Source: an optimization exercise on an open RTL-to-GDS flow (aim: small area, a short achievable clock period and few clock cycles). Production flows keep margins and buffers that such runs may drop. At most, simulation tests tie the RTL to the original design; equivalence was not proved. No functional check of the RTL was part of run 2.

`config.mk`:
```
export PLATFORM = sky130hd
export DESIGN_NAME = matmul
export DESIGN_NICKNAME = matmul
export VERILOG_FILES = /design/flow/design.v
export SDC_FILE = /design/flow/constraint.sdc
export NUM_CORES = 4
export LEC_CHECK = 0
export ABC_CLOCK_PERIOD_IN_PS = 3000
export CAP_MARGIN = 20
export CORE_MARGIN = 2
export CORE_UTILIZATION = 40
export CTS_CLUSTER_DIAMETER = 60
export CTS_CLUSTER_SIZE = 25
export PLACE_DENSITY = 0.6
export SLEW_MARGIN = 20
```
`constraint.sdc`:
```
create_clock -name core_clock -period 10.0 [get_ports {clk}]
set_input_delay 2.0000 -clock core_clock [delete_from_list [all_inputs] [get_ports {clk}]]
set_output_delay 2.0000 -clock core_clock [all_outputs]
set_load 0.01 [all_outputs]
```
`design.v`:
```
module matmul
#(
    parameter DIM_BITS = 16,
    parameter MEM_AW = 16,
    parameter MEM_DW = 32,
    parameter PREC = 16)
(
    input [MEM_AW-1:0] aBASE,
    input [DIM_BITS-1:0] aCOLS,
    input [DIM_BITS-1:0] aROWS,
    input [DIM_BITS-1:0] aSTRIDE,
    input [MEM_AW-1:0] bBASE,
    input [DIM_BITS-1:0] bCOLS,
    input [DIM_BITS-1:0] bSTRIDE,
    input [MEM_AW-1:0] cBASE,
    input [DIM_BITS-1:0] cSTRIDE,
    input clk,
    input go,
    input [MEM_DW-1:0] mem_rdata,
    input rst_n,
    output reg [MEM_AW-1:0] mem_addr,
    output reg mem_req,
    output [MEM_DW-1:0] mem_wdata,
    output reg mem_write,
    output reg ret
);
localparam S_IDLE = 2'd0;
localparam S_RD   = 2'd1;
localparam S_GAP  = 2'd2;
localparam S_WR   = 2'd3;
localparam K_A0 = 2'd0;
localparam K_B0 = 2'd1;
localparam K_B1 = 2'd2;
localparam K_A1 = 2'd3;
reg [1:0] st;
reg [1:0] ph;           
reg       gcnt;         
reg       kfirst;       
reg       wpend;        
reg       zero;         
reg       shortk;       
reg       w_r1, w_c1;   
reg       w_nrow;       
reg       w_done;       
reg [15:0] krem, jrem, irem;
reg [15:0] a_row, a_ptr, b_col, b_ptr, c_row, c_ptr;
reg [15:0] a_s, b_s, c_s;   
reg        klast, jlast, ilast, r1, c1;   
reg        bend;         
reg       q_v, d1_v, d2_v;
reg       q_f, d1_f, d2_f;
reg [1:0] q_k, d1_k, d2_k;
wire arr_b0 = d2_v & (d2_k == K_B0);
wire arr_b1 = d2_v & (d2_k == K_B1);
wire arr_a1 = d2_v & (d2_k == K_A1);
reg m_v, m_f, pend;
reg [31:0] acc0, acc1, acc2, acc3;
assign mem_wdata = acc3;
reg [15:0] rd1;           
reg [15:0] hb0;
reg [15:0] xr;
reg [8:0] y_one, y_two, y_neg;    
wire [15:0] ysrc = zero ? 16'd0 :
                   (arr_b0 | arr_b1) ? mem_rdata[15:0] :
                   arr_a1 ? rd1 :
                   pend ? hb0 : 16'd0;
wire [8:0] ysrc_one, ysrc_two, ysrc_neg;
matmul_booth_enc u_enc (.y(ysrc), .one(ysrc_one), .two(ysrc_two), .neg(ysrc_neg));
reg [31:0] ps, pc;       
wire [31:0] ms, mc;
matmul_csmul u_mul (.x(xr), .yone(y_one), .ytwo(y_two), .yneg(y_neg), .s(ms), .c(mc));
wire [31:0] acc_s = acc0 ^ ps ^ pc;
wire [31:0] acc_c = ((acc0 & ps) | (acc0 & pc) | (ps & pc));
wire [15:0] a_step2 = {a_s[14:0], 1'b0};
wire [15:0] c_step2 = {c_s[14:0], 1'b0};
reg [1:0]  st_n;
reg [1:0]  ph_n, q_k_n;
reg        mem_req_n, ret_n, q_v_n, q_f_n, mem_write_n;
reg        gcnt_n, kfirst_n, wpend_n, zero_n, shortk_n;
reg        w_r1_n, w_c1_n, w_nrow_n, w_done_n;
reg [15:0] mem_addr_n, krem_n, jrem_n, irem_n;
reg [15:0] addr_base, addr_off;
reg        addr_cin, addr_junk;
reg [15:0] a_row_n, a_ptr_n, b_col_n, b_ptr_n, c_row_n, c_ptr_n;
always @* begin
    st_n = st;
    ph_n = ph;
    gcnt_n = gcnt;
    kfirst_n = kfirst;
    wpend_n = wpend;
    zero_n = zero;
    shortk_n = shortk;
    w_r1_n = w_r1;
    w_c1_n = w_c1;
    w_nrow_n = w_nrow;
    w_done_n = w_done;
    krem_n = krem;
    jrem_n = jrem;
    irem_n = irem;
    a_row_n = a_row;
    a_ptr_n = a_ptr;
    b_col_n = b_col;
    b_ptr_n = b_ptr;
    c_row_n = c_row;
    c_ptr_n = c_ptr;
    addr_base = a_ptr;
    addr_off = 16'd0;
    addr_cin = 1'b0;
    mem_write_n = 1'b1;
    mem_req_n = 1'b0;
    ret_n = 1'b0;
    q_v_n = 1'b0;
    q_f_n = kfirst;
    q_k_n = ph;
    case (st)
        S_IDLE: begin
            zero_n = (aCOLS == 16'd0);
            shortk_n = (aCOLS[15:1] == 15'd0);
            krem_n = aCOLS;
            jrem_n = bCOLS;
            irem_n = aROWS;
            a_row_n = aBASE;
            a_ptr_n = aBASE;
            b_col_n = bBASE;
            b_ptr_n = bBASE;
            c_row_n = cBASE;
            c_ptr_n = cBASE;
            kfirst_n = 1'b1;
            wpend_n = 1'b0;
            w_r1_n = 1'b1;
            w_c1_n = 1'b1;
            w_done_n = 1'b1;
            if (go) begin
                if ((aROWS == 16'd0) || (bCOLS == 16'd0)) begin
                    st_n = S_WR;
                    ph_n = 2'd3;
                end
                else begin
                    st_n = S_RD;
                    ph_n = 2'd0;
                end
            end
        end
        S_RD: begin
            mem_req_n = 1'b1;
            mem_write_n = 1'b0;
            q_v_n = 1'b1;
            case (ph)
                2'd0: begin
                    addr_base = a_ptr;
                    ph_n = 2'd1;
                end
                2'd1: begin
                    addr_base = b_ptr;
                    ph_n = 2'd2;
                    if (wpend) begin
                        st_n = S_WR;
                        ph_n = 2'd0;
                        wpend_n = 1'b0;
                    end
                end
                2'd2: begin
                    addr_base = b_ptr;
                    addr_cin = 1'b1;
                    ph_n = 2'd3;
                end
                2'd3: begin
                    addr_base = a_ptr;
                    addr_off = a_s;
                    ph_n = 2'd0;
                    if (!bend) begin
                        krem_n = krem - 16'd1;
                        kfirst_n = 1'b0;
                        a_ptr_n = a_ptr + 16'd1;
                        b_ptr_n = b_ptr + b_s;
                    end
                    else begin
                        kfirst_n = 1'b1;
                        krem_n = aCOLS;
                        w_r1_n = r1;
                        w_c1_n = c1;
                        w_nrow_n = jlast;
                        w_done_n = jlast & ilast;
                        if (!jlast) begin
                            a_ptr_n = a_row;
                            b_col_n = b_col + 16'd2;
                            b_ptr_n = b_col + 16'd2;
                            jrem_n = jrem - 16'd2;
                        end
                        else begin
                            a_row_n = a_row + a_step2;
                            a_ptr_n = a_row + a_step2;
                            b_col_n = bBASE;
                            b_ptr_n = bBASE;
                            jrem_n = bCOLS;
                            irem_n = irem - 16'd2;
                        end
                        if ((jlast & ilast) | shortk) begin
                            st_n = S_GAP;
                            gcnt_n = 1'b0;
                        end
                        else begin
                            wpend_n = 1'b1;
                        end
                    end
                end
            endcase
        end
        S_GAP: begin
            gcnt_n = 1'b1;
            if (gcnt) begin
                st_n = S_WR;
                ph_n = 2'd0;
            end
        end
        S_WR: begin
            mem_write_n = 1'b1;
            case (ph)
                2'd0: begin
                    addr_base = c_ptr;
                    mem_req_n = 1'b1;
                    ph_n = 2'd1;
                end
                2'd1: begin
                    addr_base = c_ptr;
                    addr_cin = 1'b1;
                    mem_req_n = ~w_c1;
                    ph_n = 2'd2;
                end
                2'd2: begin
                    addr_base = c_ptr;
                    addr_off = c_s;
                    addr_cin = 1'b1;
                    mem_req_n = ~w_r1 & ~w_c1;
                    ph_n = 2'd3;
                end
                2'd3: begin
                    addr_base = c_ptr;
                    addr_off = c_s;
                    mem_req_n = ~w_r1;
                    if (w_nrow) begin
                        c_row_n = c_row + c_step2;
                        c_ptr_n = c_row + c_step2;
                    end
                    else begin
                        c_ptr_n = c_ptr + 16'd2;
                    end
                    if (w_done) begin
                        st_n = S_IDLE;
                        ret_n = 1'b1;
                    end
                    else begin
                        st_n = S_RD;
                        ph_n = shortk ? 2'd0 : 2'd2;
                    end
                end
            endcase
        end
    endcase
    {mem_addr_n, addr_junk} = {addr_base, 1'b1} + {addr_off, addr_cin};
end
always @(posedge clk or negedge rst_n) begin
    if (~rst_n) begin
        st <= S_IDLE;
        mem_req <= 1'b0;
        ret <= 1'b0;
        q_v <= 1'b0;
        d1_v <= 1'b0;
        d2_v <= 1'b0;
        m_v <= 1'b0;
        pend <= 1'b0;
    end
    else begin
        st <= st_n;
        mem_req <= mem_req_n;
        ret <= ret_n;
        q_v <= q_v_n;
        d1_v <= q_v;
        d2_v <= d1_v;
        m_v <= pend | (d2_v && d2_k != K_A0);
        pend <= ~pend & d2_v & (d2_k == K_A1);
    end
end
always @(posedge clk) begin
    if (st == S_IDLE) begin
        a_s <= aSTRIDE;
        b_s <= bSTRIDE;
        c_s <= cSTRIDE;
    end
    klast <= (krem[15:1] == 15'd0);
    bend <= (st == S_RD) && (ph == 2'd2) && klast;
    jlast <= (jrem[15:2] == 14'd0) && (jrem[1:0] != 2'd3);
    ilast <= (irem[15:2] == 14'd0) && (irem[1:0] != 2'd3);
    r1 <= (irem[15:1] == 15'd0);
    c1 <= (jrem[15:1] == 15'd0);
    ph <= ph_n;
    gcnt <= gcnt_n;
    kfirst <= kfirst_n;
    wpend <= wpend_n;
    zero <= zero_n;
    shortk <= shortk_n;
    w_r1 <= w_r1_n;
    w_c1 <= w_c1_n;
    w_nrow <= w_nrow_n;
    w_done <= w_done_n;
    krem <= krem_n;
    jrem <= jrem_n;
    irem <= irem_n;
    a_row <= a_row_n;
    a_ptr <= a_ptr_n;
    b_col <= b_col_n;
    b_ptr <= b_ptr_n;
    c_row <= c_row_n;
    c_ptr <= c_ptr_n;
    mem_addr <= mem_addr_n;
    mem_write <= mem_write_n;
    q_f <= q_f_n;
    q_k <= q_k_n;
    if (!pend)
        m_f <= d2_f;
end
always @(posedge clk) begin
    d1_f <= q_f;
    d1_k <= q_k;
    d2_f <= d1_f;
    d2_k <= d1_k;
    rd1 <= mem_rdata[15:0];
    if (arr_b0) hb0 <= mem_rdata[15:0];
    if (arr_b0)
        xr <= rd1;
    else if (arr_a1)
        xr <= mem_rdata[15:0];
    y_one <= ysrc_one;
    y_two <= ysrc_two;
    y_neg <= ysrc_neg;
    ps <= ms;
    pc <= mc;
    acc3 <= acc_s + {acc_c[30:0], 1'b0};
    acc2 <= acc3;
    acc1 <= acc2;
    acc0 <= (m_v & m_f) ? 32'd0 : acc1;
end
endmodule
module matmul_booth_enc (
    input [15:0] y,
    output [8:0] one,
    output [8:0] two,
    output [8:0] neg
);
assign one[0] = y[0] ^ 1'b0;
assign two[0] = (y[1] & ~y[0] & ~1'b0) | (~y[1] & y[0] & 1'b0);
assign neg[0] = y[1];
assign one[1] = y[2] ^ y[1];
assign two[1] = (y[3] & ~y[2] & ~y[1]) | (~y[3] & y[2] & y[1]);
assign neg[1] = y[3];
assign one[2] = y[4] ^ y[3];
assign two[2] = (y[5] & ~y[4] & ~y[3]) | (~y[5] & y[4] & y[3]);
assign neg[2] = y[5];
assign one[3] = y[6] ^ y[5];
assign two[3] = (y[7] & ~y[6] & ~y[5]) | (~y[7] & y[6] & y[5]);
assign neg[3] = y[7];
assign one[4] = y[8] ^ y[7];
assign two[4] = (y[9] & ~y[8] & ~y[7]) | (~y[9] & y[8] & y[7]);
assign neg[4] = y[9];
assign one[5] = y[10] ^ y[9];
assign two[5] = (y[11] & ~y[10] & ~y[9]) | (~y[11] & y[10] & y[9]);
assign neg[5] = y[11];
assign one[6] = y[12] ^ y[11];
assign two[6] = (y[13] & ~y[12] & ~y[11]) | (~y[13] & y[12] & y[11]);
assign neg[6] = y[13];
assign one[7] = y[14] ^ y[13];
assign two[7] = (y[15] & ~y[14] & ~y[13]) | (~y[15] & y[14] & y[13]);
assign neg[7] = y[15];
assign one[8] = 1'b0 ^ y[15];
assign two[8] = (1'b0 & ~1'b0 & ~y[15]) | (~1'b0 & 1'b0 & y[15]);
assign neg[8] = 1'b0;
endmodule
module matmul_csmul (
    input [15:0] x,
    input [8:0] yone,
    input [8:0] ytwo,
    input [8:0] yneg,
    output [31:0] s,
    output [31:0] c
);
wire one0 = yone[0];
wire two0 = ytwo[0];
wire neg0 = yneg[0];
wire pp0_0 = ((one0 & x[0]) | (two0 & 1'b0)) ^ neg0;
wire pp0_1 = ((one0 & x[1]) | (two0 & x[0])) ^ neg0;
wire pp0_2 = ((one0 & x[2]) | (two0 & x[1])) ^ neg0;
wire pp0_3 = ((one0 & x[3]) | (two0 & x[2])) ^ neg0;
wire pp0_4 = ((one0 & x[4]) | (two0 & x[3])) ^ neg0;
wire pp0_5 = ((one0 & x[5]) | (two0 & x[4])) ^ neg0;
wire pp0_6 = ((one0 & x[6]) | (two0 & x[5])) ^ neg0;
wire pp0_7 = ((one0 & x[7]) | (two0 & x[6])) ^ neg0;
wire pp0_8 = ((one0 & x[8]) | (two0 & x[7])) ^ neg0;
wire pp0_9 = ((one0 & x[9]) | (two0 & x[8])) ^ neg0;
wire pp0_10 = ((one0 & x[10]) | (two0 & x[9])) ^ neg0;
wire pp0_11 = ((one0 & x[11]) | (two0 & x[10])) ^ neg0;
wire pp0_12 = ((one0 & x[12]) | (two0 & x[11])) ^ neg0;
wire pp0_13 = ((one0 & x[13]) | (two0 & x[12])) ^ neg0;
wire pp0_14 = ((one0 & x[14]) | (two0 & x[13])) ^ neg0;
wire pp0_15 = ((one0 & x[15]) | (two0 & x[14])) ^ neg0;
wire pp0_16 = ((one0 & 1'b0) | (two0 & x[15])) ^ neg0;
wire nn0 = ~neg0;
wire one1 = yone[1];
wire two1 = ytwo[1];
wire neg1 = yneg[1];
wire pp1_0 = ((one1 & x[0]) | (two1 & 1'b0)) ^ neg1;
wire pp1_1 = ((one1 & x[1]) | (two1 & x[0])) ^ neg1;
wire pp1_2 = ((one1 & x[2]) | (two1 & x[1])) ^ neg1;
wire pp1_3 = ((one1 & x[3]) | (two1 & x[2])) ^ neg1;
wire pp1_4 = ((one1 & x[4]) | (two1 & x[3])) ^ neg1;
wire pp1_5 = ((one1 & x[5]) | (two1 & x[4])) ^ neg1;
wire pp1_6 = ((one1 & x[6]) | (two1 & x[5])) ^ neg1;
wire pp1_7 = ((one1 & x[7]) | (two1 & x[6])) ^ neg1;
wire pp1_8 = ((one1 & x[8]) | (two1 & x[7])) ^ neg1;
wire pp1_9 = ((one1 & x[9]) | (two1 & x[8])) ^ neg1;
wire pp1_10 = ((one1 & x[10]) | (two1 & x[9])) ^ neg1;
wire pp1_11 = ((one1 & x[11]) | (two1 & x[10])) ^ neg1;
wire pp1_12 = ((one1 & x[12]) | (two1 & x[11])) ^ neg1;
wire pp1_13 = ((one1 & x[13]) | (two1 & x[12])) ^ neg1;
wire pp1_14 = ((one1 & x[14]) | (two1 & x[13])) ^ neg1;
wire pp1_15 = ((one1 & x[15]) | (two1 & x[14])) ^ neg1;
wire pp1_16 = ((one1 & 1'b0) | (two1 & x[15])) ^ neg1;
wire nn1 = ~neg1;
wire one2 = yone[2];
wire two2 = ytwo[2];
wire neg2 = yneg[2];
wire pp2_0 = ((one2 & x[0]) | (two2 & 1'b0)) ^ neg2;
wire pp2_1 = ((one2 & x[1]) | (two2 & x[0])) ^ neg2;
wire pp2_2 = ((one2 & x[2]) | (two2 & x[1])) ^ neg2;
wire pp2_3 = ((one2 & x[3]) | (two2 & x[2])) ^ neg2;
wire pp2_4 = ((one2 & x[4]) | (two2 & x[3])) ^ neg2;
wire pp2_5 = ((one2 & x[5]) | (two2 & x[4])) ^ neg2;
wire pp2_6 = ((one2 & x[6]) | (two2 & x[5])) ^ neg2;
wire pp2_7 = ((one2 & x[7]) | (two2 & x[6])) ^ neg2;
wire pp2_8 = ((one2 & x[8]) | (two2 & x[7])) ^ neg2;
wire pp2_9 = ((one2 & x[9]) | (two2 & x[8])) ^ neg2;
wire pp2_10 = ((one2 & x[10]) | (two2 & x[9])) ^ neg2;
wire pp2_11 = ((one2 & x[11]) | (two2 & x[10])) ^ neg2;
wire pp2_12 = ((one2 & x[12]) | (two2 & x[11])) ^ neg2;
wire pp2_13 = ((one2 & x[13]) | (two2 & x[12])) ^ neg2;
wire pp2_14 = ((one2 & x[14]) | (two2 & x[13])) ^ neg2;
wire pp2_15 = ((one2 & x[15]) | (two2 & x[14])) ^ neg2;
wire pp2_16 = ((one2 & 1'b0) | (two2 & x[15])) ^ neg2;
wire nn2 = ~neg2;
wire one3 = yone[3];
wire two3 = ytwo[3];
wire neg3 = yneg[3];
wire pp3_0 = ((one3 & x[0]) | (two3 & 1'b0)) ^ neg3;
wire pp3_1 = ((one3 & x[1]) | (two3 & x[0])) ^ neg3;
wire pp3_2 = ((one3 & x[2]) | (two3 & x[1])) ^ neg3;
wire pp3_3 = ((one3 & x[3]) | (two3 & x[2])) ^ neg3;
wire pp3_4 = ((one3 & x[4]) | (two3 & x[3])) ^ neg3;
wire pp3_5 = ((one3 & x[5]) | (two3 & x[4])) ^ neg3;
wire pp3_6 = ((one3 & x[6]) | (two3 & x[5])) ^ neg3;
wire pp3_7 = ((one3 & x[7]) | (two3 & x[6])) ^ neg3;
wire pp3_8 = ((one3 & x[8]) | (two3 & x[7])) ^ neg3;
wire pp3_9 = ((one3 & x[9]) | (two3 & x[8])) ^ neg3;
wire pp3_10 = ((one3 & x[10]) | (two3 & x[9])) ^ neg3;
wire pp3_11 = ((one3 & x[11]) | (two3 & x[10])) ^ neg3;
wire pp3_12 = ((one3 & x[12]) | (two3 & x[11])) ^ neg3;
wire pp3_13 = ((one3 & x[13]) | (two3 & x[12])) ^ neg3;
wire pp3_14 = ((one3 & x[14]) | (two3 & x[13])) ^ neg3;
wire pp3_15 = ((one3 & x[15]) | (two3 & x[14])) ^ neg3;
wire pp3_16 = ((one3 & 1'b0) | (two3 & x[15])) ^ neg3;
wire nn3 = ~neg3;
wire one4 = yone[4];
wire two4 = ytwo[4];
wire neg4 = yneg[4];
wire pp4_0 = ((one4 & x[0]) | (two4 & 1'b0)) ^ neg4;
wire pp4_1 = ((one4 & x[1]) | (two4 & x[0])) ^ neg4;
wire pp4_2 = ((one4 & x[2]) | (two4 & x[1])) ^ neg4;
wire pp4_3 = ((one4 & x[3]) | (two4 & x[2])) ^ neg4;
wire pp4_4 = ((one4 & x[4]) | (two4 & x[3])) ^ neg4;
wire pp4_5 = ((one4 & x[5]) | (two4 & x[4])) ^ neg4;
wire pp4_6 = ((one4 & x[6]) | (two4 & x[5])) ^ neg4;
wire pp4_7 = ((one4 & x[7]) | (two4 & x[6])) ^ neg4;
wire pp4_8 = ((one4 & x[8]) | (two4 & x[7])) ^ neg4;
wire pp4_9 = ((one4 & x[9]) | (two4 & x[8])) ^ neg4;
wire pp4_10 = ((one4 & x[10]) | (two4 & x[9])) ^ neg4;
wire pp4_11 = ((one4 & x[11]) | (two4 & x[10])) ^ neg4;
wire pp4_12 = ((one4 & x[12]) | (two4 & x[11])) ^ neg4;
wire pp4_13 = ((one4 & x[13]) | (two4 & x[12])) ^ neg4;
wire pp4_14 = ((one4 & x[14]) | (two4 & x[13])) ^ neg4;
wire pp4_15 = ((one4 & x[15]) | (two4 & x[14])) ^ neg4;
wire pp4_16 = ((one4 & 1'b0) | (two4 & x[15])) ^ neg4;
wire nn4 = ~neg4;
wire one5 = yone[5];
wire two5 = ytwo[5];
wire neg5 = yneg[5];
wire pp5_0 = ((one5 & x[0]) | (two5 & 1'b0)) ^ neg5;
wire pp5_1 = ((one5 & x[1]) | (two5 & x[0])) ^ neg5;
wire pp5_2 = ((one5 & x[2]) | (two5 & x[1])) ^ neg5;
wire pp5_3 = ((one5 & x[3]) | (two5 & x[2])) ^ neg5;
wire pp5_4 = ((one5 & x[4]) | (two5 & x[3])) ^ neg5;
wire pp5_5 = ((one5 & x[5]) | (two5 & x[4])) ^ neg5;
wire pp5_6 = ((one5 & x[6]) | (two5 & x[5])) ^ neg5;
wire pp5_7 = ((one5 & x[7]) | (two5 & x[6])) ^ neg5;
wire pp5_8 = ((one5 & x[8]) | (two5 & x[7])) ^ neg5;
wire pp5_9 = ((one5 & x[9]) | (two5 & x[8])) ^ neg5;
wire pp5_10 = ((one5 & x[10]) | (two5 & x[9])) ^ neg5;
wire pp5_11 = ((one5 & x[11]) | (two5 & x[10])) ^ neg5;
wire pp5_12 = ((one5 & x[12]) | (two5 & x[11])) ^ neg5;
wire pp5_13 = ((one5 & x[13]) | (two5 & x[12])) ^ neg5;
wire pp5_14 = ((one5 & x[14]) | (two5 & x[13])) ^ neg5;
wire pp5_15 = ((one5 & x[15]) | (two5 & x[14])) ^ neg5;
wire pp5_16 = ((one5 & 1'b0) | (two5 & x[15])) ^ neg5;
wire nn5 = ~neg5;
wire one6 = yone[6];
wire two6 = ytwo[6];
wire neg6 = yneg[6];
wire pp6_0 = ((one6 & x[0]) | (two6 & 1'b0)) ^ neg6;
wire pp6_1 = ((one6 & x[1]) | (two6 & x[0])) ^ neg6;
wire pp6_2 = ((one6 & x[2]) | (two6 & x[1])) ^ neg6;
wire pp6_3 = ((one6 & x[3]) | (two6 & x[2])) ^ neg6;
wire pp6_4 = ((one6 & x[4]) | (two6 & x[3])) ^ neg6;
wire pp6_5 = ((one6 & x[5]) | (two6 & x[4])) ^ neg6;
wire pp6_6 = ((one6 & x[6]) | (two6 & x[5])) ^ neg6;
wire pp6_7 = ((one6 & x[7]) | (two6 & x[6])) ^ neg6;
wire pp6_8 = ((one6 & x[8]) | (two6 & x[7])) ^ neg6;
wire pp6_9 = ((one6 & x[9]) | (two6 & x[8])) ^ neg6;
wire pp6_10 = ((one6 & x[10]) | (two6 & x[9])) ^ neg6;
wire pp6_11 = ((one6 & x[11]) | (two6 & x[10])) ^ neg6;
wire pp6_12 = ((one6 & x[12]) | (two6 & x[11])) ^ neg6;
wire pp6_13 = ((one6 & x[13]) | (two6 & x[12])) ^ neg6;
wire pp6_14 = ((one6 & x[14]) | (two6 & x[13])) ^ neg6;
wire pp6_15 = ((one6 & x[15]) | (two6 & x[14])) ^ neg6;
wire pp6_16 = ((one6 & 1'b0) | (two6 & x[15])) ^ neg6;
wire nn6 = ~neg6;
wire one7 = yone[7];
wire two7 = ytwo[7];
wire neg7 = yneg[7];
wire pp7_0 = ((one7 & x[0]) | (two7 & 1'b0)) ^ neg7;
wire pp7_1 = ((one7 & x[1]) | (two7 & x[0])) ^ neg7;
wire pp7_2 = ((one7 & x[2]) | (two7 & x[1])) ^ neg7;
wire pp7_3 = ((one7 & x[3]) | (two7 & x[2])) ^ neg7;
wire pp7_4 = ((one7 & x[4]) | (two7 & x[3])) ^ neg7;
wire pp7_5 = ((one7 & x[5]) | (two7 & x[4])) ^ neg7;
wire pp7_6 = ((one7 & x[6]) | (two7 & x[5])) ^ neg7;
wire pp7_7 = ((one7 & x[7]) | (two7 & x[6])) ^ neg7;
wire pp7_8 = ((one7 & x[8]) | (two7 & x[7])) ^ neg7;
wire pp7_9 = ((one7 & x[9]) | (two7 & x[8])) ^ neg7;
wire pp7_10 = ((one7 & x[10]) | (two7 & x[9])) ^ neg7;
wire pp7_11 = ((one7 & x[11]) | (two7 & x[10])) ^ neg7;
wire pp7_12 = ((one7 & x[12]) | (two7 & x[11])) ^ neg7;
wire pp7_13 = ((one7 & x[13]) | (two7 & x[12])) ^ neg7;
wire pp7_14 = ((one7 & x[14]) | (two7 & x[13])) ^ neg7;
wire pp7_15 = ((one7 & x[15]) | (two7 & x[14])) ^ neg7;
wire pp7_16 = ((one7 & 1'b0) | (two7 & x[15])) ^ neg7;
wire nn7 = ~neg7;
wire one8 = yone[8];
wire two8 = ytwo[8];
wire neg8 = yneg[8];
wire pp8_0 = ((one8 & x[0]) | (two8 & 1'b0)) ^ neg8;
wire pp8_1 = ((one8 & x[1]) | (two8 & x[0])) ^ neg8;
wire pp8_2 = ((one8 & x[2]) | (two8 & x[1])) ^ neg8;
wire pp8_3 = ((one8 & x[3]) | (two8 & x[2])) ^ neg8;
wire pp8_4 = ((one8 & x[4]) | (two8 & x[3])) ^ neg8;
wire pp8_5 = ((one8 & x[5]) | (two8 & x[4])) ^ neg8;
wire pp8_6 = ((one8 & x[6]) | (two8 & x[5])) ^ neg8;
wire pp8_7 = ((one8 & x[7]) | (two8 & x[6])) ^ neg8;
wire pp8_8 = ((one8 & x[8]) | (two8 & x[7])) ^ neg8;
wire pp8_9 = ((one8 & x[9]) | (two8 & x[8])) ^ neg8;
wire pp8_10 = ((one8 & x[10]) | (two8 & x[9])) ^ neg8;
wire pp8_11 = ((one8 & x[11]) | (two8 & x[10])) ^ neg8;
wire pp8_12 = ((one8 & x[12]) | (two8 & x[11])) ^ neg8;
wire pp8_13 = ((one8 & x[13]) | (two8 & x[12])) ^ neg8;
wire pp8_14 = ((one8 & x[14]) | (two8 & x[13])) ^ neg8;
wire pp8_15 = ((one8 & x[15]) | (two8 & x[14])) ^ neg8;
wire s1 = pp0_10 ^ pp1_8;
wire c2 = pp0_10 & pp1_8;
wire s3 = pp0_11 ^ pp1_9;
wire c4 = pp0_11 & pp1_9;
wire s5 = pp0_12 ^ pp1_10 ^ pp2_8;
wire c6 = (pp0_12 & pp1_10) | (pp0_12 & pp2_8) | (pp1_10 & pp2_8);
wire s7 = pp3_6 ^ pp4_4;
wire c8 = pp3_6 & pp4_4;
wire s9 = pp0_13 ^ pp1_11 ^ pp2_9;
wire c10 = (pp0_13 & pp1_11) | (pp0_13 & pp2_9) | (pp1_11 & pp2_9);
wire s11 = pp3_7 ^ pp4_5;
wire c12 = pp3_7 & pp4_5;
wire s13 = pp0_14 ^ pp1_12 ^ pp2_10;
wire c14 = (pp0_14 & pp1_12) | (pp0_14 & pp2_10) | (pp1_12 & pp2_10);
wire s15 = pp3_8 ^ pp4_6 ^ pp5_4;
wire c16 = (pp3_8 & pp4_6) | (pp3_8 & pp5_4) | (pp4_6 & pp5_4);
wire s17 = pp6_2 ^ pp7_0;
wire c18 = pp6_2 & pp7_0;
wire s19 = pp0_15 ^ pp1_13 ^ pp2_11;
wire c20 = (pp0_15 & pp1_13) | (pp0_15 & pp2_11) | (pp1_13 & pp2_11);
wire s21 = pp3_9 ^ pp4_7 ^ pp5_5;
wire c22 = (pp3_9 & pp4_7) | (pp3_9 & pp5_5) | (pp4_7 & pp5_5);
wire s23 = pp6_3 ^ pp7_1;
wire c24 = pp6_3 & pp7_1;
wire s25 = pp0_16 ^ pp1_14 ^ pp2_12;
wire c26 = (pp0_16 & pp1_14) | (pp0_16 & pp2_12) | (pp1_14 & pp2_12);
wire s27 = pp3_10 ^ pp4_8 ^ pp5_6;
wire c28 = (pp3_10 & pp4_8) | (pp3_10 & pp5_6) | (pp4_8 & pp5_6);
wire s29 = pp6_4 ^ pp7_2 ^ pp8_0;
wire c30 = (pp6_4 & pp7_2) | (pp6_4 & pp8_0) | (pp7_2 & pp8_0);
wire s31 = neg0 ^ pp1_15 ^ pp2_13;
wire c32 = (neg0 & pp1_15) | (neg0 & pp2_13) | (pp1_15 & pp2_13);
wire s33 = pp3_11 ^ pp4_9 ^ pp5_7;
wire c34 = (pp3_11 & pp4_9) | (pp3_11 & pp5_7) | (pp4_9 & pp5_7);
wire s35 = pp6_5 ^ pp7_3 ^ pp8_1;
wire c36 = (pp6_5 & pp7_3) | (pp6_5 & pp8_1) | (pp7_3 & pp8_1);
wire s37 = neg0 ^ pp1_16 ^ pp2_14;
wire c38 = (neg0 & pp1_16) | (neg0 & pp2_14) | (pp1_16 & pp2_14);
wire s39 = pp3_12 ^ pp4_10 ^ pp5_8;
wire c40 = (pp3_12 & pp4_10) | (pp3_12 & pp5_8) | (pp4_10 & pp5_8);
wire s41 = pp6_6 ^ pp7_4 ^ pp8_2;
wire c42 = (pp6_6 & pp7_4) | (pp6_6 & pp8_2) | (pp7_4 & pp8_2);
wire s43 = nn0 ^ nn1 ^ pp2_15;
wire c44 = (nn0 & nn1) | (nn0 & pp2_15) | (nn1 & pp2_15);
wire s45 = pp3_13 ^ pp4_11 ^ pp5_9;
wire c46 = (pp3_13 & pp4_11) | (pp3_13 & pp5_9) | (pp4_11 & pp5_9);
wire s47 = pp6_7 ^ pp7_5 ^ pp8_3;
wire c48 = (pp6_7 & pp7_5) | (pp6_7 & pp8_3) | (pp7_5 & pp8_3);
wire s49 = pp2_16 ^ pp3_14 ^ pp4_12;
wire c50 = (pp2_16 & pp3_14) | (pp2_16 & pp4_12) | (pp3_14 & pp4_12);
wire s51 = pp5_10 ^ pp6_8 ^ pp7_6;
wire c52 = (pp5_10 & pp6_8) | (pp5_10 & pp7_6) | (pp6_8 & pp7_6);
wire s53 = pp8_4 ^ 1'b1;
wire c54 = pp8_4 & 1'b1;
wire s55 = nn2 ^ pp3_15 ^ pp4_13;
wire c56 = (nn2 & pp3_15) | (nn2 & pp4_13) | (pp3_15 & pp4_13);
wire s57 = pp5_11 ^ pp6_9 ^ pp7_7;
wire c58 = (pp5_11 & pp6_9) | (pp5_11 & pp7_7) | (pp6_9 & pp7_7);
wire s59 = pp3_16 ^ pp4_14 ^ pp5_12;
wire c60 = (pp3_16 & pp4_14) | (pp3_16 & pp5_12) | (pp4_14 & pp5_12);
wire s61 = pp6_10 ^ pp7_8;
wire c62 = pp6_10 & pp7_8;
wire s63 = nn3 ^ pp4_15 ^ pp5_13;
wire c64 = (nn3 & pp4_15) | (nn3 & pp5_13) | (pp4_15 & pp5_13);
wire s65 = pp4_16 ^ pp5_14;
wire c66 = pp4_16 & pp5_14;
wire s67 = pp0_6 ^ pp1_4;
wire c68 = pp0_6 & pp1_4;
wire s69 = pp0_7 ^ pp1_5;
wire c70 = pp0_7 & pp1_5;
wire s71 = pp0_8 ^ pp1_6 ^ pp2_4;
wire c72 = (pp0_8 & pp1_6) | (pp0_8 & pp2_4) | (pp1_6 & pp2_4);
wire s73 = pp3_2 ^ pp4_0;
wire c74 = pp3_2 & pp4_0;
wire s75 = pp0_9 ^ pp1_7 ^ pp2_5;
wire c76 = (pp0_9 & pp1_7) | (pp0_9 & pp2_5) | (pp1_7 & pp2_5);
wire s77 = pp3_3 ^ pp4_1;
wire c78 = pp3_3 & pp4_1;
wire s79 = pp2_6 ^ pp3_4 ^ pp4_2;
wire c80 = (pp2_6 & pp3_4) | (pp2_6 & pp4_2) | (pp3_4 & pp4_2);
wire s81 = pp5_0 ^ neg5 ^ s1;
wire c82 = (pp5_0 & neg5) | (pp5_0 & s1) | (neg5 & s1);
wire s83 = pp2_7 ^ pp3_5 ^ pp4_3;
wire c84 = (pp2_7 & pp3_5) | (pp2_7 & pp4_3) | (pp3_5 & pp4_3);
wire s85 = pp5_1 ^ s3 ^ c2;
wire c86 = (pp5_1 & s3) | (pp5_1 & c2) | (s3 & c2);
wire s87 = pp5_2 ^ pp6_0 ^ neg6;
wire c88 = (pp5_2 & pp6_0) | (pp5_2 & neg6) | (pp6_0 & neg6);
wire s89 = s5 ^ s7 ^ c4;
wire c90 = (s5 & s7) | (s5 & c4) | (s7 & c4);
wire s91 = pp5_3 ^ pp6_1 ^ s9;
wire c92 = (pp5_3 & pp6_1) | (pp5_3 & s9) | (pp6_1 & s9);
wire s93 = s11 ^ c6 ^ c8;
wire c94 = (s11 & c6) | (s11 & c8) | (c6 & c8);
wire s95 = neg7 ^ s13 ^ s15;
wire c96 = (neg7 & s13) | (neg7 & s15) | (s13 & s15);
wire s97 = s17 ^ c10 ^ c12;
wire c98 = (s17 & c10) | (s17 & c12) | (c10 & c12);
wire s99 = s19 ^ s21 ^ s23;
wire c100 = (s19 & s21) | (s19 & s23) | (s21 & s23);
wire s101 = c14 ^ c16 ^ c18;
wire c102 = (c14 & c16) | (c14 & c18) | (c16 & c18);
wire s103 = s25 ^ s27 ^ s29;
wire c104 = (s25 & s27) | (s25 & s29) | (s27 & s29);
wire s105 = c20 ^ c22 ^ c24;
wire c106 = (c20 & c22) | (c20 & c24) | (c22 & c24);
wire s107 = s31 ^ s33 ^ s35;
wire c108 = (s31 & s33) | (s31 & s35) | (s33 & s35);
wire s109 = c26 ^ c28 ^ c30;
wire c110 = (c26 & c28) | (c26 & c30) | (c28 & c30);
wire s111 = s37 ^ s39 ^ s41;
wire c112 = (s37 & s39) | (s37 & s41) | (s39 & s41);
wire s113 = c32 ^ c34 ^ c36;
wire c114 = (c32 & c34) | (c32 & c36) | (c34 & c36);
wire s115 = s43 ^ s45 ^ s47;
wire c116 = (s43 & s45) | (s43 & s47) | (s45 & s47);
wire s117 = c38 ^ c40 ^ c42;
wire c118 = (c38 & c40) | (c38 & c42) | (c40 & c42);
wire s119 = s49 ^ s51 ^ s53;
wire c120 = (s49 & s51) | (s49 & s53) | (s51 & s53);
wire s121 = c44 ^ c46 ^ c48;
wire c122 = (c44 & c46) | (c44 & c48) | (c46 & c48);
wire s123 = pp8_5 ^ s55 ^ s57;
wire c124 = (pp8_5 & s55) | (pp8_5 & s57) | (s55 & s57);
wire s125 = c50 ^ c52 ^ c54;
wire c126 = (c50 & c52) | (c50 & c54) | (c52 & c54);
wire s127 = pp8_6 ^ 1'b1 ^ s59;
wire c128 = (pp8_6 & 1'b1) | (pp8_6 & s59) | (1'b1 & s59);
wire s129 = s61 ^ c56 ^ c58;
wire c130 = (s61 & c56) | (s61 & c58) | (c56 & c58);
wire s131 = pp6_11 ^ pp7_9 ^ pp8_7;
wire c132 = (pp6_11 & pp7_9) | (pp6_11 & pp8_7) | (pp7_9 & pp8_7);
wire s133 = s63 ^ c60 ^ c62;
wire c134 = (s63 & c60) | (s63 & c62) | (c60 & c62);
wire s135 = pp6_12 ^ pp7_10 ^ pp8_8;
wire c136 = (pp6_12 & pp7_10) | (pp6_12 & pp8_8) | (pp7_10 & pp8_8);
wire s137 = 1'b1 ^ s65 ^ c64;
wire c138 = (1'b1 & s65) | (1'b1 & c64) | (s65 & c64);
wire s139 = nn4 ^ pp5_15 ^ pp6_13;
wire c140 = (nn4 & pp5_15) | (nn4 & pp6_13) | (pp5_15 & pp6_13);
wire s141 = pp7_11 ^ pp8_9 ^ c66;
wire c142 = (pp7_11 & pp8_9) | (pp7_11 & c66) | (pp8_9 & c66);
wire s143 = pp5_16 ^ pp6_14 ^ pp7_12;
wire c144 = (pp5_16 & pp6_14) | (pp5_16 & pp7_12) | (pp6_14 & pp7_12);
wire s145 = pp8_10 ^ 1'b1;
wire c146 = pp8_10 & 1'b1;
wire s147 = nn5 ^ pp6_15 ^ pp7_13;
wire c148 = (nn5 & pp6_15) | (nn5 & pp7_13) | (pp6_15 & pp7_13);
wire s149 = pp6_16 ^ pp7_14;
wire c150 = pp6_16 & pp7_14;
wire s151 = pp0_4 ^ pp1_2;
wire c152 = pp0_4 & pp1_2;
wire s153 = pp0_5 ^ pp1_3;
wire c154 = pp0_5 & pp1_3;
wire s155 = pp2_2 ^ pp3_0 ^ neg3;
wire c156 = (pp2_2 & pp3_0) | (pp2_2 & neg3) | (pp3_0 & neg3);
wire s157 = pp2_3 ^ pp3_1 ^ s69;
wire c158 = (pp2_3 & pp3_1) | (pp2_3 & s69) | (pp3_1 & s69);
wire s159 = neg4 ^ s71 ^ s73;
wire c160 = (neg4 & s71) | (neg4 & s73) | (s71 & s73);
wire s161 = s75 ^ s77 ^ c72;
wire c162 = (s75 & s77) | (s75 & c72) | (s77 & c72);
wire s163 = s79 ^ s81 ^ c76;
wire c164 = (s79 & s81) | (s79 & c76) | (s81 & c76);
wire s165 = s83 ^ s85 ^ c80;
wire c166 = (s83 & s85) | (s83 & c80) | (s85 & c80);
wire s167 = s87 ^ s89 ^ c84;
wire c168 = (s87 & s89) | (s87 & c84) | (s89 & c84);
wire s169 = s91 ^ s93 ^ c88;
wire c170 = (s91 & s93) | (s91 & c88) | (s93 & c88);
wire s171 = s95 ^ s97 ^ c92;
wire c172 = (s95 & s97) | (s95 & c92) | (s97 & c92);
wire s173 = s99 ^ s101 ^ c96;
wire c174 = (s99 & s101) | (s99 & c96) | (s101 & c96);
wire s175 = s103 ^ s105 ^ c100;
wire c176 = (s103 & s105) | (s103 & c100) | (s105 & c100);
wire s177 = s107 ^ s109 ^ c104;
wire c178 = (s107 & s109) | (s107 & c104) | (s109 & c104);
wire s179 = s111 ^ s113 ^ c108;
wire c180 = (s111 & s113) | (s111 & c108) | (s113 & c108);
wire s181 = s115 ^ s117 ^ c112;
wire c182 = (s115 & s117) | (s115 & c112) | (s117 & c112);
wire s183 = s119 ^ s121 ^ c116;
wire c184 = (s119 & s121) | (s119 & c116) | (s121 & c116);
wire s185 = s123 ^ s125 ^ c120;
wire c186 = (s123 & s125) | (s123 & c120) | (s125 & c120);
wire s187 = s127 ^ s129 ^ c124;
wire c188 = (s127 & s129) | (s127 & c124) | (s129 & c124);
wire s189 = s131 ^ s133 ^ c128;
wire c190 = (s131 & s133) | (s131 & c128) | (s133 & c128);
wire s191 = s135 ^ s137 ^ c132;
wire c192 = (s135 & s137) | (s135 & c132) | (s137 & c132);
wire s193 = s139 ^ s141 ^ c136;
wire c194 = (s139 & s141) | (s139 & c136) | (s141 & c136);
wire s195 = s143 ^ s145 ^ c140;
wire c196 = (s143 & s145) | (s143 & c140) | (s145 & c140);
wire s197 = pp8_11 ^ s147 ^ c144;
wire c198 = (pp8_11 & s147) | (pp8_11 & c144) | (s147 & c144);
wire s199 = pp8_12 ^ 1'b1 ^ s149;
wire c200 = (pp8_12 & 1'b1) | (pp8_12 & s149) | (1'b1 & s149);
wire s201 = nn6 ^ pp7_15 ^ pp8_13;
wire c202 = (nn6 & pp7_15) | (nn6 & pp8_13) | (pp7_15 & pp8_13);
wire s203 = pp7_16 ^ pp8_14;
wire c204 = pp7_16 & pp8_14;
wire s205 = pp0_2 ^ pp1_0;
wire c206 = pp0_2 & pp1_0;
wire s207 = pp0_3 ^ pp1_1;
wire c208 = pp0_3 & pp1_1;
wire s209 = pp2_0 ^ neg2 ^ s151;
wire c210 = (pp2_0 & neg2) | (pp2_0 & s151) | (neg2 & s151);
wire s211 = pp2_1 ^ s153 ^ c152;
wire c212 = (pp2_1 & s153) | (pp2_1 & c152) | (s153 & c152);
wire s213 = s67 ^ s155 ^ c154;
wire c214 = (s67 & s155) | (s67 & c154) | (s155 & c154);
wire s215 = c68 ^ s157 ^ c156;
wire c216 = (c68 & s157) | (c68 & c156) | (s157 & c156);
wire s217 = c70 ^ s159 ^ c158;
wire c218 = (c70 & s159) | (c70 & c158) | (s159 & c158);
wire s219 = c74 ^ s161 ^ c160;
wire c220 = (c74 & s161) | (c74 & c160) | (s161 & c160);
wire s221 = c78 ^ s163 ^ c162;
wire c222 = (c78 & s163) | (c78 & c162) | (s163 & c162);
wire s223 = c82 ^ s165 ^ c164;
wire c224 = (c82 & s165) | (c82 & c164) | (s165 & c164);
wire s225 = c86 ^ s167 ^ c166;
wire c226 = (c86 & s167) | (c86 & c166) | (s167 & c166);
wire s227 = c90 ^ s169 ^ c168;
wire c228 = (c90 & s169) | (c90 & c168) | (s169 & c168);
wire s229 = c94 ^ s171 ^ c170;
wire c230 = (c94 & s171) | (c94 & c170) | (s171 & c170);
wire s231 = c98 ^ s173 ^ c172;
wire c232 = (c98 & s173) | (c98 & c172) | (s173 & c172);
wire s233 = c102 ^ s175 ^ c174;
wire c234 = (c102 & s175) | (c102 & c174) | (s175 & c174);
wire s235 = c106 ^ s177 ^ c176;
wire c236 = (c106 & s177) | (c106 & c176) | (s177 & c176);
wire s237 = c110 ^ s179 ^ c178;
wire c238 = (c110 & s179) | (c110 & c178) | (s179 & c178);
wire s239 = c114 ^ s181 ^ c180;
wire c240 = (c114 & s181) | (c114 & c180) | (s181 & c180);
wire s241 = c118 ^ s183 ^ c182;
wire c242 = (c118 & s183) | (c118 & c182) | (s183 & c182);
wire s243 = c122 ^ s185 ^ c184;
wire c244 = (c122 & s185) | (c122 & c184) | (s185 & c184);
wire s245 = c126 ^ s187 ^ c186;
wire c246 = (c126 & s187) | (c126 & c186) | (s187 & c186);
wire s247 = c130 ^ s189 ^ c188;
wire c248 = (c130 & s189) | (c130 & c188) | (s189 & c188);
wire s249 = c134 ^ s191 ^ c190;
wire c250 = (c134 & s191) | (c134 & c190) | (s191 & c190);
wire s251 = c138 ^ s193 ^ c192;
wire c252 = (c138 & s193) | (c138 & c192) | (s193 & c192);
wire s253 = c142 ^ s195 ^ c194;
wire c254 = (c142 & s195) | (c142 & c194) | (s195 & c194);
wire s255 = c146 ^ s197 ^ c196;
wire c256 = (c146 & s197) | (c146 & c196) | (s197 & c196);
wire s257 = c148 ^ s199 ^ c198;
wire c258 = (c148 & s199) | (c148 & c198) | (s199 & c198);
wire s259 = c150 ^ s201 ^ c200;
wire c260 = (c150 & s201) | (c150 & c200) | (s201 & c200);
wire s261 = 1'b1 ^ s203 ^ c202;
wire c262 = (1'b1 & s203) | (1'b1 & c202) | (s203 & c202);
wire s263 = nn7 ^ pp8_15 ^ c204;
wire c264 = (nn7 & pp8_15) | (nn7 & c204) | (pp8_15 & c204);
assign s[0] = pp0_0;
assign c[0] = neg0;
assign s[1] = pp0_1;
assign c[1] = 1'b0;
assign s[2] = neg1;
assign c[2] = s205;
assign s[3] = s207;
assign c[3] = c206;
assign s[4] = s209;
assign c[4] = c208;
assign s[5] = s211;
assign c[5] = c210;
assign s[6] = s213;
assign c[6] = c212;
assign s[7] = s215;
assign c[7] = c214;
assign s[8] = s217;
assign c[8] = c216;
assign s[9] = s219;
assign c[9] = c218;
assign s[10] = s221;
assign c[10] = c220;
assign s[11] = s223;
assign c[11] = c222;
assign s[12] = s225;
assign c[12] = c224;
assign s[13] = s227;
assign c[13] = c226;
assign s[14] = s229;
assign c[14] = c228;
assign s[15] = s231;
assign c[15] = c230;
assign s[16] = s233;
assign c[16] = c232;
assign s[17] = s235;
assign c[17] = c234;
assign s[18] = s237;
assign c[18] = c236;
assign s[19] = s239;
assign c[19] = c238;
assign s[20] = s241;
assign c[20] = c240;
assign s[21] = s243;
assign c[21] = c242;
assign s[22] = s245;
assign c[22] = c244;
assign s[23] = s247;
assign c[23] = c246;
assign s[24] = s249;
assign c[24] = c248;
assign s[25] = s251;
assign c[25] = c250;
assign s[26] = s253;
assign c[26] = c252;
assign s[27] = s255;
assign c[27] = c254;
assign s[28] = s257;
assign c[28] = c256;
assign s[29] = s259;
assign c[29] = c258;
assign s[30] = s261;
assign c[30] = c260;
assign s[31] = s263;
assign c[31] = c262;
endmodule
```
`flow/run.sh`:
```
#!/bin/bash
# The standard layout, with two changes to how it is made (the SDC and its
# 10 ns clock are unchanged): port buffers use the small buf_1 cell instead of
# the default delay buffer, and repair_timing aims for a larger setup margin.
set -euo pipefail
bash standard.sh 'BUFFER_PORTS_ARGS=-buffer_cell sky130_fd_sc_hd__buf_1' SETUP_SLACK_MARGIN=6.8 finish > standard_make.log 2>&1
```
`standard.sh`:
```
#!/bin/bash
# synth_recipe.tcl (not shown) runs the flow's synth.tcl, then flattens the netlist and writes it again
# the make line also repeats each setting of config.mk as NAME=value (left out here)
make -C /OpenROAD-flow-scripts/flow DESIGN_CONFIG=/design/flow/config.mk WORK_HOME=/design/flow/orfs CLKGATE_MAP_FILE= SYNTH_SCRIPT=/design/flow/synth_recipe.tcl "${@:-finish}"
```
==> run summary, run 1 <==
- Met3 wire len: 4.92 mm
- Pins Over Slew Limit: 0
- Initial Util: 0.402
- Initial antenna violation count: 10
- Synth cell types: 80
- Synth area leader: edfxtp_1
- Fin cells: ~3900
- Most frequent cells in the layout: nand2_1, dfxtp_1, edfxtp_1
- DRC Markers: 0
- Final core utilization: 0.470
- Ports: 230
- Number of port buffers: 213
- Number of buffers created by CTS: 47
- Yosys top cell area share: 0.248
- Clk buf depth: 3
- Initial drt markers: 1663
- Status: finished clean
- TritonCTS clock tree: yes
- Die height: 271 um
- Area of the die: 73700 sq um
- Highest clock rate: 309 MHz
- Overall Global Routing Usage: 0.206
- Vias in the first global route: approximately 21000
- Wire length on met1: 32.9 mm
- RePlAce Congestion: a little over 0.9
- Filler cell count in the final layout: 6668
- Sequential area share after synthesis: 0.440
- Post-synth EDFFs: 236
- Via/cell ratio: 5.45
- Share of layout cells above drive strength 1: 0.124
- Yosys reg bits: 508
- Hold buffers post-CTS: 0
- Warnings from Yosys: 1
- Wire per inst: between 15 and 20 um
- Post-Route WL: between 70 and 80 mm
- Crit path max fanout: 6
- Die Wd: around 270 um
- Core area: 71100 sq um
- WHS: 0.322 ns
- Clock Latency Late Sink: ~0.63 ns
- Row count: 98
- GRT overflow: 0
- CP Class: reg2reg
- Antenna viol nets, final: 0
- Final nets: 3385
- Minimum clock period: 3.23 ns
- Via Count: approximately 21000
- Synth top area cells: edfxtp_1, dfxtp_1, fa_1
- Placed cell count: 3749
- H-tree levels: 2
- First-pass GRT wire length: 120 mm
- RSZ-0062 raised after global routing: yes
- Setup TNS: 0 ns
- Area grow syn2layout: 16.8%
- Critical Path Start Type: flip-flop
- Root buffer cell: clkbuf_16
- Crit path arrival time: 3.71 ns
- Mapped Nets: 3178
- ANT cells: 0
- CTS clock-pin slew for the worst setup and hold paths: 0.08 ns
- Syn Inst Count: 2732
- Endpoint class of the critical path: flip-flop
- Final setup viols: 0
- Avg Cell Area, Syn: approximately 10 sq um
- Worst Hold Class: reg2reg
- Worst Path Required: approximately 10 ns
- Final Cycle Share: 0.323
- Final hold vios: 0
- CTS sink cnt: 508
- Highest Signal Layer: met5
- Metal2 WL: 37.1 mm
- DPL Wire Length: between 50 and 60 mm
- DRT Pass-1 Iters: 6
- Clock Skew: 0.0370 ns
- Tightest Pin Transition: 1.03 ns
- Max_slew headroom: 0.312
- Ys async rst share: 0.0177
- Mapped Area: 28600 sq um
- Commonest register cell after synthesis: dfxtp_1
- Largest net degree at the start of global routing: 60
- MaxCap Viol Count: 0
logic make-up after synthesis:
family / synth area share
fa+ha+maj: 0.153
simple gates: 0.110
flops: 0.440
compound gates: 0.145
xor+xnor: 0.0909
buf+inv: 0.0423
mux: 0.0188
per-stage QoR:
stage	cell area, sq um	setup WS (ns)
5_1_grt	33400	6.65
4_1_cts	32800	6.73
6_report	33400	6.77
2_1_floorplan	28700	6.79
3_5_place_dp	30100	5.64
3_3_place_gp	30100	5.74
sequential cells by signal (all words and copies together), names as in the netlist, 31 cells and up:
signal  count
acc0       32
acc1       32
acc2       32
acc3       32
pc         31
ps         32
final cells by class:
type | count | area (sq um) | area share
inverter | 154 | 606 | 0.0181
clock inverter | 39 | 587 | 0.0176
clock buffer | 49 | 1210 | 0.0364
multi-input combinational | 1908 | 15400 | 0.460
sequential | 508 | 12600 | 0.378
tap | 950 | 1190 | 0.0356
timing repair buffer | 319 | 1820 | 0.0543
timing repair inverter | 1 | 5.00 | 0.000150
timing repair:
item | CTS | global route
resized for setup | 77 | 92
cloned | 1 | 0
buffers inserted | 70 | 19
endpoints found under the setup margin | 242 | 91
pin swaps | 17 | 73
metal layers:
layer | track usage | vias to the layer above
met5 | 0 | -
met4 | 0.0722 | 18
met3 | 0.0358 | 161
met2 | 0.344 | 696
met1 | 0.270 | 10400
li1 | - | 10100
final timing paths:
check | depth (start not counted) | slack [ns] | start | to
min in group asynchronous | 1 | 1.32 | rst_n | st[1]$_DFFE_PN0P_
setup / recovery | 13 | 6.77 | ph[1]$_DFFE_PP_ | mem_addr[11]$_DFF_P_
hold / removal | 0 | 0.32 | acc2[0]$_DFF_P_ | acc1[0]$_DFF_P_
setup reg to reg | 13 | 6.77 | ph[1]$_DFFE_PP_ | mem_addr[11]$_DFF_P_
max in group asynchronous | 1 | 8.33 | rst_n | d2_v$_DFF_PN0_
hold reg to reg | 0 | 0.32 | acc2[0]$_DFF_P_ | acc1[0]$_DFF_P_
cells in the mapped netlist, types with 19 or more instances:
library cell / n
mux2_2: 22
xor2_1: 83
xnor2_1: 214
nand3_1: 65
nor3_1: 41
nand4_1: 23
dfxtp_1: 263
ha_1: 129
a31oi_1: 19
fa_1: 138
nand2_1: 243
mux2i_1: 29
and2_1: 41
a211oi_1: 21
edfxtp_1: 236
a21oi_1: 133
nor2b_1: 22
a22oi_1: 124
a221oi_1: 19
clkbuf_1: 136
a21o_1: 51
nor2_1: 157
nor4_1: 21
o21ai_0: 115
inv_1: 147
worst max-delay path: stages, from the launching register on:
cell	delay [ns]
edfxtp_1	0.56
inv_2	0.09
ha_4	0.34
mux2i_2	0.24
a21oi_2	0.10
fa_2	0.41
a21oi_4	0.17
o21ai_2	0.09
a211oi_2	0.34
nor2_2	0.09
o41ai_2	0.22
buf_4	0.19
o21ai_1	0.09
xor2_1	0.16
Testbench counts, summed over its fixed seeds: cycles 52,372.
==> run 2: changes to the inputs <==
--- a/design.v
+++ b/design.v
@@ -43,19 +43,18 @@
 reg       w_nrow;       
 reg       w_done;       
 reg [15:0] krem, jrem, irem;
-reg [15:0] a_row, a_ptr, b_col, b_ptr, c_row, c_ptr;
+reg [15:0] a_row, a_ptr, b_col, b_ptr, c_ptr;
+reg        dir;          
 reg [15:0] a_s, b_s, c_s;   
 reg        klast, jlast, ilast, r1, c1;   
 reg        bend;         
 reg       q_v, d1_v, d2_v;
 reg       q_f, d1_f, d2_f;
 reg [1:0] q_k, d1_k, d2_k;
+wire arr_a0 = d2_v & (d2_k == K_A0);
 wire arr_b0 = d2_v & (d2_k == K_B0);
 wire arr_b1 = d2_v & (d2_k == K_B1);
 wire arr_a1 = d2_v & (d2_k == K_A1);
-reg m_v, m_f, pend;
-reg [31:0] acc0, acc1, acc2, acc3;
-assign mem_wdata = acc3;
 reg [15:0] rd1;           
 reg [15:0] hb0;
 reg [15:0] xr;
@@ -66,11 +65,14 @@
                    pend ? hb0 : 16'd0;
 wire [8:0] ysrc_one, ysrc_two, ysrc_neg;
 matmul_booth_enc u_enc (.y(ysrc), .one(ysrc_one), .two(ysrc_two), .neg(ysrc_neg));
+reg m_v, m_f, pend;
 reg [31:0] ps, pc;       
 wire [31:0] ms, mc;
 matmul_csmul u_mul (.x(xr), .yone(y_one), .ytwo(y_two), .yneg(y_neg), .s(ms), .c(mc));
 wire [31:0] acc_s = acc0 ^ ps ^ pc;
 wire [31:0] acc_c = ((acc0 & ps) | (acc0 & pc) | (ps & pc));
+reg [31:0] acc0, acc1, acc2, acc3;
+assign mem_wdata = acc3;
 wire [15:0] a_step2 = {a_s[14:0], 1'b0};
 wire [15:0] c_step2 = {c_s[14:0], 1'b0};
 reg [1:0]  st_n;
@@ -79,9 +81,10 @@
 reg        gcnt_n, kfirst_n, wpend_n, zero_n, shortk_n;
 reg        w_r1_n, w_c1_n, w_nrow_n, w_done_n;
 reg [15:0] mem_addr_n, krem_n, jrem_n, irem_n;
-reg [15:0] addr_base, addr_off;
-reg        addr_cin, addr_junk;
-reg [15:0] a_row_n, a_ptr_n, b_col_n, b_ptr_n, c_row_n, c_ptr_n;
+reg [15:0] abase, aoff;
+reg        acin, ajunk;
+reg [15:0] a_row_n, a_ptr_n, b_col_n, b_ptr_n, c_ptr_n;
+reg        dir_n;
 always @* begin
     st_n = st;
     ph_n = ph;
@@ -101,11 +104,11 @@
     a_ptr_n = a_ptr;
     b_col_n = b_col;
     b_ptr_n = b_ptr;
-    c_row_n = c_row;
+    dir_n = dir;
     c_ptr_n = c_ptr;
-    addr_base = a_ptr;
-    addr_off = 16'd0;
-    addr_cin = 1'b0;
+    abase = a_ptr;
+    aoff = 16'd0;
+    acin = 1'b0;
     mem_write_n = 1'b1;
     mem_req_n = 1'b0;
     ret_n = 1'b0;
@@ -123,7 +126,7 @@
             a_ptr_n = aBASE;
             b_col_n = bBASE;
             b_ptr_n = bBASE;
-            c_row_n = cBASE;
+            dir_n = 1'b0;
             c_ptr_n = cBASE;
             kfirst_n = 1'b1;
             wpend_n = 1'b0;
@@ -147,11 +150,11 @@
             q_v_n = 1'b1;
             case (ph)
                 2'd0: begin
-                    addr_base = a_ptr;
+                    abase = a_ptr;
                     ph_n = 2'd1;
                 end
                 2'd1: begin
-                    addr_base = b_ptr;
+                    abase = b_ptr;
                     ph_n = 2'd2;
                     if (wpend) begin
                         st_n = S_WR;
@@ -160,13 +163,13 @@
                     end
                 end
                 2'd2: begin
-                    addr_base = b_ptr;
-                    addr_cin = 1'b1;
+                    abase = b_ptr;
+                    acin = 1'b1;
                     ph_n = 2'd3;
                 end
                 2'd3: begin
-                    addr_base = a_ptr;
-                    addr_off = a_s;
+                    abase = a_ptr;
+                    aoff = a_s;
                     ph_n = 2'd0;
                     if (!bend) begin
                         krem_n = krem - 16'd1;
@@ -183,17 +186,16 @@
                         w_done_n = jlast & ilast;
                         if (!jlast) begin
                             a_ptr_n = a_row;
-                            b_col_n = b_col + 16'd2;
-                            b_ptr_n = b_col + 16'd2;
-                            jrem_n = jrem - 16'd2;
+                            b_col_n = b_col + (dir ? 16'hfffe : 16'd2);
+                            b_ptr_n = b_col + (dir ? 16'hfffe : 16'd2);
+                            jrem_n = jrem + (dir ? 16'd2 : 16'hfffe);
                         end
                         else begin
                             a_row_n = a_row + a_step2;
                             a_ptr_n = a_row + a_step2;
-                            b_col_n = bBASE;
-                            b_ptr_n = bBASE;
-                            jrem_n = bCOLS;
+                            b_ptr_n = b_col;
                             irem_n = irem - 16'd2;
+                            dir_n = ~dir;
                         end
                         if ((jlast & ilast) | shortk) begin
                             st_n = S_GAP;
@@ -217,34 +219,28 @@
             mem_write_n = 1'b1;
             case (ph)
                 2'd0: begin
-                    addr_base = c_ptr;
+                    abase = c_ptr;
                     mem_req_n = 1'b1;
                     ph_n = 2'd1;
                 end
                 2'd1: begin
-                    addr_base = c_ptr;
-                    addr_cin = 1'b1;
+                    abase = c_ptr;
+                    acin = 1'b1;
                     mem_req_n = ~w_c1;
                     ph_n = 2'd2;
                 end
                 2'd2: begin
-                    addr_base = c_ptr;
-                    addr_off = c_s;
-                    addr_cin = 1'b1;
+                    abase = c_ptr;
+                    aoff = c_s;
+                    acin = 1'b1;
                     mem_req_n = ~w_r1 & ~w_c1;
                     ph_n = 2'd3;
                 end
                 2'd3: begin
-                    addr_base = c_ptr;
-                    addr_off = c_s;
+                    abase = c_ptr;
+                    aoff = c_s;
                     mem_req_n = ~w_r1;
-                    if (w_nrow) begin
-                        c_row_n = c_row + c_step2;
-                        c_ptr_n = c_row + c_step2;
-                    end
-                    else begin
-                        c_ptr_n = c_ptr + 16'd2;
-                    end
+                    c_ptr_n = c_ptr + (w_nrow ? c_step2 : dir ? 16'hfffe : 16'd2);
                     if (w_done) begin
                         st_n = S_IDLE;
                         ret_n = 1'b1;
@@ -257,7 +253,7 @@
             endcase
         end
     endcase
-    {mem_addr_n, addr_junk} = {addr_base, 1'b1} + {addr_off, addr_cin};
+    {mem_addr_n, ajunk} = {abase, 1'b1} + {aoff, acin};
 end
 always @(posedge clk or negedge rst_n) begin
     if (~rst_n) begin
@@ -289,7 +285,7 @@
     end
     klast <= (krem[15:1] == 15'd0);
     bend <= (st == S_RD) && (ph == 2'd2) && klast;
-    jlast <= (jrem[15:2] == 14'd0) && (jrem[1:0] != 2'd3);
+    jlast <= dir ? (jrem == bCOLS) : ((jrem[15:2] == 14'd0) && (jrem[1:0] != 2'd3));
     ilast <= (irem[15:2] == 14'd0) && (irem[1:0] != 2'd3);
     r1 <= (irem[15:1] == 15'd0);
     c1 <= (jrem[15:1] == 15'd0);
@@ -310,7 +306,7 @@
     a_ptr <= a_ptr_n;
     b_col <= b_col_n;
     b_ptr <= b_ptr_n;
-    c_row <= c_row_n;
+    dir <= dir_n;
     c_ptr <= c_ptr_n;
     mem_addr <= mem_addr_n;
     mem_write <= mem_write_n;
==> flow/run.sh (replaced) <==
#!/bin/bash
# The standard layout, with two changes to how it is made (the SDC and its
# 10 ns clock are unchanged): port buffers use the small buf_1 cell instead of
# the default delay buffer, and repair_timing aims for a larger setup margin.
set -euo pipefail
bash standard.sh 'BUFFER_PORTS_ARGS=-buffer_cell sky130_fd_sc_hd__buf_1' SETUP_SLACK_MARGIN=6.7 finish > standard_make.log 2>&1
==> run 2 against run 1 <==
Setup slack got worse by 0.071 ns. Non-clock buffer count rose by 3. Sequential share of layout area fell by 1.5 points. Clock skew rose by 0.019 ns. Hold slack improved by 0.0067 ns. First-iteration DRC count fell by 7.6%.
==> run summary, run 2 <==
- Status: finished clean (unchanged)
- Tightest Pin Transition: 1.00 ns (was 1.03 ns)
- Row count: 98 (unchanged)
- Number of buffers created by CTS: 44 (was 47)
- Overall Global Routing Usage: 0.197 (was 0.206)
- DPL Wire Length: 53.3 mm (was 56.0 mm)
- Die height: 272 um (was 271 um)
- Synth cell types: 80 (unchanged)
- Via/cell ratio: 5.38 (was 5.45)
- Setup TNS: 0 ns (unchanged)
- Area of the die: 73800 sq um (was 73700 sq um)
- Avg Cell Area, Syn: 10.4 sq um (was 10.5 sq um)
- Syn Inst Count: 2750 (was 2732)
- Clk buf depth: 3 (unchanged)
- MaxCap Viol Count: 0 (unchanged)
- Post-synth EDFFs: 221 (was 236)
- Initial drt markers: 1536 (was 1663)
- Most frequent cells in the layout: nand2_1, dfxtp_1, xnor2_1 (was nand2_1, dfxtp_1, edfxtp_1)
- Initial Util: 0.402 (about the same)
- Area grow syn2layout: 17.1% (was 16.8%)
- Hold buffers post-CTS: 0 (unchanged)
- Mapped Nets: 3221 (was 3178)
- GRT overflow: 0 (unchanged)
- Clock Latency Late Sink: 0.61 ns (was 0.63 ns)
- Antenna viol nets, final: 0 (unchanged)
- Most instantiated cells after synthesis: dfxtp_1, nand2_1, xnor2_1 (was dfxtp_1, nand2_1, edfxtp_1)
- Wire per inst: 18.9 um (was 19.8 um)
- DRC Markers: 0 (unchanged)
- CTS sink cnt: 493 (was 508)
- Most common cell after layout, fill and taps aside: nand2_1
- Worst Path Required: 10.53 ns (was 10.48 ns)
- Max_slew headroom: 0.330 (was 0.312)
- Commonest register cell after synthesis: dfxtp_1 (unchanged)
- Largest net degree at the start of global routing: 80 (was 60)
- Warnings from Yosys: 1 (unchanged)
- CP Class: reg2reg (unchanged)
- Crit path arrival time: 3.84 ns (was 3.71 ns)
- DRT Pass-1 Iters: 6 (unchanged)
- Post-Route WL: 75.0 mm (was 77.6 mm)
- RePlAce Congestion: 0.918 (was 0.905)
- CTS clock-pin slew for the worst setup and hold paths: 0.08 ns (about the same)
- Root buffer cell: clkbuf_16 (unchanged)
- Die Wd: 272 um (was 271 um)
- Synth top area cells: edfxtp_1, dfxtp_1, fa_1 (unchanged)
- First-pass GRT wire length: 116 mm (was 120 mm)
- Pins Over Slew Limit: 0 (unchanged)
- Via Count: 21300 (was 21400)
- Crit path max fanout: 4 (was 6)
- Highest clock rate: 303 MHz (was 309 MHz)
- Synth area leader: edfxtp_1 (unchanged)
- Clock Skew: 0.0556 ns (was 0.0370 ns)
- Core area: 71200 sq um (was 71100 sq um)
- Number of port buffers: 213 (unchanged)
- Final nets: 3440 (was 3385)
- Yosys reg bits: 493 (was 508)
- Minimum clock period: 3.30 ns (was 3.23 ns)
- TritonCTS clock tree: yes (unchanged)
- Ys async rst share: 0.0183 (was 0.0177)
- H-tree levels: 2 (unchanged)
- Ports: 230 (unchanged)
- Share of layout cells above drive strength 1: 0.121 (was 0.124)
- Worst Hold Class: reg2reg (unchanged)
- Initial antenna violation count: 8 (was 10)
- Endpoint class of the critical path: flip-flop (unchanged)
- Final setup viols: 0 (unchanged)
- Filler cell count in the final layout: 6476 (was 6668)
- Vias in the first global route: 21300 (was 21400)
- Critical Path Start Type: flip-flop (unchanged)
- RSZ-0062 raised after global routing: yes (unchanged)
- Mapped Area: 28600 sq um (about the same)
- Sequential area share after synthesis: 0.423 (was 0.440)
- Final hold vios: 0 (unchanged)
- Most common cell in the netlist: dfxtp_1 (unchanged)
- Final Cycle Share: 0.330 (was 0.323)
- Yosys top cell area share: 0.232 (was 0.248)
[run 2: critical path, cell delays in order, from the launching register on]
cell and delay [ns]:
edfxtp_1 0.44, buf_6 0.16, inv_4 0.08, ha_4 0.23, buf_12 0.14, nand2_1 0.08
o21ai_2 0.09, fa_2 0.43, a21oi_4 0.15, o21ai_2 0.09, o41a_1 0.35, a41o_1 0.24
o41ai_4 0.31, o2111ai_1 0.15, a21oi_1 0.17, xnor2_1 0.13
[run 2: kinds of logic after synthesis]
| logic type | synth area share |
|---|---|
| simple gates | 0.110 |
| fa+ha+maj | 0.164 |
| buf+inv | 0.0397 |
| compound gates | 0.149 |
| xor+xnor | 0.0911 |
| flops | 0.423 |
| mux | 0.0227 |
[run 2: final cells by class]
| cell class | count | area, sq um | share of cell area |
|---|---|---|---|
| tap | 950 | 1190 | 0.0354 |
| sequential | 493 | 12200 | 0.363 |
| clock inverter | 34 | 432 | 0.0129 |
| timing repair buffer | 322 | 2040 | 0.0608 |
| multi-input combinational | 1955 | 15900 | 0.474 |
| inverter | 153 | 612 | 0.0182 |
| antenna | 7 | 17.5 | 0.000522 |
| clock buffer | 48 | 1180 | 0.0352 |
[run 2: per-stage QoR]
stage               cells  setup WS (ns)  utilization  cell area, sq um  hold slack [ns]
floorplan            2750           6.70            -             28800            0.310
global route         3959           6.51        0.471             33500            0.335
finish               3962           6.70        0.471             33500            0.328
CTS                  3933           6.65        0.462             32900            0.329
global placement     3782           5.55        0.425             30300            0.311
detailed placement   3782           5.50        0.425             30300            0.312
[run 2: timing repair]
item	CTS	global route
buffers inserted	65	19
pin swaps	11	45
endpoints found under the setup margin	103	30
cloned	4	2
resized for setup	63	78
[run 2: path summary, 6_finish.rpt]
path	startpoint	end	cells after the start	slack, ns
max	ph[0]$_DFFE_PP_	mem_addr[15]$_DFF_P_	15	6.70
min	acc2[23]$_DFF_P_	acc1[23]$_DFF_P_	0	0.33
max reg2reg	ph[0]$_DFFE_PP_	mem_addr[15]$_DFF_P_	15	6.70
min reg2reg	acc2[23]$_DFF_P_	acc1[23]$_DFF_P_	0	0.33
max in group asynchronous	rst_n	st[0]$_DFFE_PN0P_	1	8.12
min in group asynchronous	rst_n	st[1]$_DFFE_PN0P_	1	1.41
[run 2: layer usage]
layer / vias up / wire [um] / GRT usage
met5: - / 0 / 0
met4: 0 / 2180 / 0.0603
met3: 126 / 4440 / 0.0273
met2: 654 / 36800 / 0.343
met1: 10400 / 31600 / 0.254
li1: 10200 / - / -

what the ideal ports hide:
Ports are ideal in the flow. The routed layouts listed here were re-timed in OpenROAD.
Step 1 (the two cells are an assumption about what drives the block):
set clk [get_ports {clk}]
set_driving_cell -lib_cell sky130_fd_sc_hd__clkbuf_16 $clk
set_driving_cell -lib_cell sky130_fd_sc_hd__buf_2 [delete_from_list [all_inputs] $clk]
Step 2 times the ports against the registers' clock, not the clock port: input delays grow and output delays shrink by t, the midpoint of the rising clock arrivals with the driver on.
Three values: no drivers, after step 1, after step 2; two values: the first two.
run | t, ns | setup slack, ns | hold slack, ns | slew at the worst register clock pin (ns)
run 1 | 0.666 | 6.769 / 6.715 / 6.696 | 0.322 / 0.322 / 0.322 | 0.09 / 0.09
run 2 | 0.648 | 6.698 / 6.677 / 6.624 | 0.328 / 0.328 / 0.328 | 0.09 / 0.09
After both steps every run listed still meets setup and hold. For run 2, which loses most, drivers alone change the setup slack by -0.021 ns; drivers and shift together by -0.074 ns.
